Context: an optimization exercise on an open-source flow, tuned for small area. The choices shown serve that exercise and are no tape-out recipe.
Only simulation tests tie the RTL to the original design; equivalence was not proved.

== exp/cedar ==
Design ALU_wrapper, start of the top module:
module ALU_wrapper( clk, reset, ABCmd_i, LoadA_i, LoadB_i, LoadCmd_i, ACC_o, Done_o);
	input clk;
	input reset;
	input LoadA_i;
	input LoadB_i;
	input LoadCmd_i;
	input [7:0] ABCmd_i;
	output [7:0] ACC_o;
	output Done_o;
	reg [7:0] rA, rB, ACC_o;
	wire [3:0] op  = ABCmd_i[3:0];
	wire       CI  = ABCmd_i[4];
	wire       shr = ABCmd_i[5];
	wire       BCD = ABCmd_i[6];
	wire       MUL = ABCmd_i[7];
	reg [2:0] state;
	wire RO      = ~state[1];
	wire LoadA   = ~state[2] &  state[1] & ~state[0];
	wire LoadB   =  state[0];
	wire LoadCmd =  state[2] &  state[1];
	assign Done_o = state[2] & ~state[1];
	wire nA = (RO & ~LoadCmd_i & ~LoadB_i & LoadA_i) | (LoadA & ~LoadB_i & ~LoadCmd_i) |
	          (LoadB & LoadA_i) | (LoadCmd & LoadA_i);
	wire nB = (RO & ~LoadCmd_i & LoadB_i) | (LoadA & LoadB_i) |
	          (LoadB & ~LoadA_i & ~LoadCmd_i) | (LoadCmd & ~LoadA_i & LoadB_i);
	wire nC = (RO & LoadCmd_i) | (LoadA & ~LoadB_i & LoadCmd_i) | (LoadB & ~LoadA_i & LoadCmd_i);
	wire nO = LoadCmd & ~LoadA_i & ~LoadB_i;
	always @(posedge clk or posedge reset)
		if (reset)
			state <= 3'b000;
		else
			state <= {nC | nO, nA | nB | nC, nB};
	always @(posedge clk or posedge reset)
		if (reset) begin
			rA <= 0;
			rB <= 0;
		end else begin
			if (LoadA) rA <= ABCmd_i;
			if (LoadB) rB <= ABCmd_i;
		end
	reg  [7:0] lg;
	wire       lg8 = shr & rA[0];
	reg  [7:0] op2;
	wire       cin = CI & ~shr & ~(op[3] & op[2]);
	always @* begin
		case (op[1:0])
		    2'b00: lg = rA | rB;
		    2'b01: lg = rA & rB;
		    2'b10: lg = rA ^ rB;
		    2'b11: lg = rA;
		endcase
		if (shr)
		    lg = {CI, rA[7:1]};
		case (op[3:2])
		    2'b00: op2 = rB;
		    2'b01: op2 = ~rB;
		    2'b10: op2 = lg;
		    2'b11: op2 = 8'd0;
		endcase
	end
	wire [7:0] s;
	wire c1, c2, c3, c5, c6, c7;
  ...
Settings: LEC_CHECK=0, CAP_MARGIN=20, CORE_MARGIN=2, CORE_UTILIZATION=40, GPL_TIMING_DRIVEN=0, SLEW_MARGIN=20; clock period 6.0 ns.
standard.sh (not shown) runs the stock make flow with config.mk's settings and CLKGATE_MAP_FILE= SYNTH_SCRIPT=/design/flow/synth_recipe.tcl, a recipe that flattens the netlist after the stock synthesis.
==> flow/flow/run.sh <==
#!/bin/bash
# Own layout flow: the standard ORFS flow, except that
#  - synthesis maps the design's FA/HA adder modules straight onto the
#    sky130 fa_1/ha_1 cells (flow/my_synth.tcl), and
#  - port buffers are the smallest buffer (buf_1).
# Each tool's output goes to a log file of its own in this folder.
set -euo pipefail
W=$(pwd)
F=$W/flow
# same make call as standard.sh, with our synthesis script
sed "s#SYNTH_SCRIPT=[^ ]*#SYNTH_SCRIPT=$F/my_synth.tcl#" standard.sh > my_standard.sh
grep -q "SYNTH_SCRIPT=$F/my_synth.tcl" my_standard.sh
# my_synth.tcl = synth_recipe.tcl with our own synth wrapper in place of its first line
{ echo "source $F/synth_pre.tcl"; tail -n +2 synth_recipe.tcl; } > $F/my_synth.tcl
export MY_FLOW_DIR=$F
if [[ -f $F/env.sh ]]; then source $F/env.sh; fi
bash my_standard.sh synth > synth.log 2>&1
bash my_standard.sh > layout.log 2>&1
==> flow/flow/abc3.script <==
strash
ifraig
dc2
dch -f
map -a
mfs2
strash
dch -f
map -a
topo
==> flow/flow/adder_map.v <==
module FA(a, b, c, s, co);
	input a, b, c;
	output s, co;
	sky130_fd_sc_hd__fa_1 _TECHMAP_REPLACE_ (.A(a), .B(b), .CIN(c), .SUM(s), .COUT(co));
endmodule

module HA(a, b, s, co);
	input a, b;
	output s, co;
	sky130_fd_sc_hd__ha_1 _TECHMAP_REPLACE_ (.A(a), .B(b), .SUM(s), .COUT(co));
endmodule
==> flow/flow/env.sh <==
export BUFFER_PORTS_ARGS="-buffer_cell sky130_fd_sc_hd__buf_1"
export MY_NO_EXTRACT_FA=1
export MY_ABC_SCRIPT=abc3.script
export SETUP_MOVE_SEQUENCE="unbuffer,sizeup,swap"
export CTS_ARGS="-sink_clustering_enable -repair_clock_nets -dont_use_dummy_load"
==> flow/flow/my_synth.tcl <==
source /design/flow/flow/synth_pre.tcl
source $::env(SCRIPTS_DIR)/synth.tcl
# left out here: clear keep_hierarchy, flatten, clean up, hide names made inside functions, write 1_2_yosys.v
==> flow/flow/synth_pre.tcl <==
# Replaces the first line of synth_recipe.tcl (which wraps synth in -nofsm -noshare).
# Before the first synth call, the FA/HA adder modules of the design are mapped
# straight onto the platform's full/half adder cells, and ABC is given an
# area-oriented script.
proc synth {args} {
  if { ![info exists ::my_adders_mapped] } {
    set ::my_adders_mapped 1
    yosys proc
    yosys techmap -map $::env(MY_FLOW_DIR)/adder_map.v
    if { [info exists ::env(MY_NO_EXTRACT_FA)] } {
      unset ::env(ADDER_MAP_FILE)
    }
    if { [info exists ::env(MY_ABC_SCRIPT)] } {
      set i [lsearch -exact $::abc_args -script]
      lset ::abc_args [expr {$i + 1}] $::env(MY_FLOW_DIR)/$::env(MY_ABC_SCRIPT)
    }
  }
  yosys synth -nofsm -noshare {*}$args
}
Edits applied to the flow inputs when going from exp/cedar to exp/fjord:
-- flow/flow/env.sh --
<<< exp/cedar, line 5
export CTS_ARGS="-sink_clustering_enable -repair_clock_nets -dont_use_dummy_load"
>>> exp/fjord, line 5
[summary]
exp/fjord vs. exp/cedar: number of sinks handled by clock tree synthesis neither gained nor lost much, wire length on met2 picked up an extra about 0.7%, register-to-register slack neither gained nor lost much, non-clock buffer share of cell area neither gained nor lost much.
exp/fjord and exp/cedar ended up with roughly the same smallest setup slack after layout.
Inputs modified between exp/fjord and exp/willow:
removed: flow/flow/my_synth.tcl
Comparing exp/fjord against exp/willow, there is no change at all in starting utilization of the core area.
~same fraction of the cycle the final worst path needs in exp/fjord and exp/willow
Synthesized-area fraction occupied by and/or/nand/nor cells: exp/fjord vs exp/willow identical
Summary of exp/willow over exp/fjord: first-iteration detailed-routing DRC count ~0 delta, number of top-level design ports ~0 delta, maximum buffer depth of the clock tree ~0 delta, sequential share of layout area ~0 delta.
Inputs modified between exp/willow and exp/xenon:
-- flow/flow/env.sh --
<<< exp/willow, line 5
>>> exp/xenon, line 5
export CTS_ARGS="-sink_clustering_enable -repair_clock_nets -dont_use_dummy_load -sink_buffer_max_cap_derate 0.3 -buf_list sky130_fd_sc_hd__clkbuf_8 -root_buf sky130_fd_sc_hd__clkbuf_8 -sink_clustering_buffer sky130_fd_sc_hd__clkbuf_8"
==> flow/flow/my_synth.tcl (new file) <==
source /design/flow/flow/synth_pre.tcl
source $::env(SCRIPTS_DIR)/synth.tcl
# left out here: clear keep_hierarchy, flatten, clean up, hide names made inside functions, write 1_2_yosys.v
Results
- No stage failed in exp/xenon, and the final checks on the layout all came back clean.
- exp/xenon against exp/willow: final worst hold slack ~0 delta; met2 track utilization from global routing shows a reduction of 0.18 points; relative area change from synthesis to final layout saw a decrease.
- exp/xenon against exp/willow: share of the clock period used by the worst path essentially unchanged, utilization essentially unchanged, sum of met3 wire segment lengths after detailed routing increased 2.0%, area occupied by multi-input gates essentially unchanged.
- The via count of the first global-routing pass was comparable across exp/willow and exp/xenon.
- Lower design area among exp/willow and exp/xenon: exp/xenon
- exp/willow and exp/xenon ended up with roughly the same fmax.

-- separate check: timing with driven ports --
No port has a modelled driver above. Below, the same layouts with a new extraction and two added sets of constraints. Step 1 assumes that a clkbuf_16 drives the clock port and a buf_2 every other input. Step 2 times the ports against the registers' clock, not the clock port: input delays grow and output delays shrink by t, the midpoint of the rising clock arrivals with the driver on. a / b / c = ideal ports / drivers / drivers and shift; a / b = the first two.
run | t (ns) | slack for setup (ns) | slew at the worst register clock pin (ns) | worst data-port slew with drivers (ns)
exp/cedar | 0.306 | 0.211 / 0.211 / -0.051 | 0.10 / 0.10 | 0.03
exp/fjord | 0.309 | 0.212 / 0.212 / -0.067 | 0.10 / 0.10 | 0.03
exp/willow | 0.309 | 0.212 / 0.212 / -0.067 | 0.10 / 0.10 | 0.03
exp/xenon | 0.306 | 0.211 / 0.211 / -0.051 | 0.10 / 0.10 | 0.03
Met with ideal ports but missed after step 2: setup timing in every run listed.
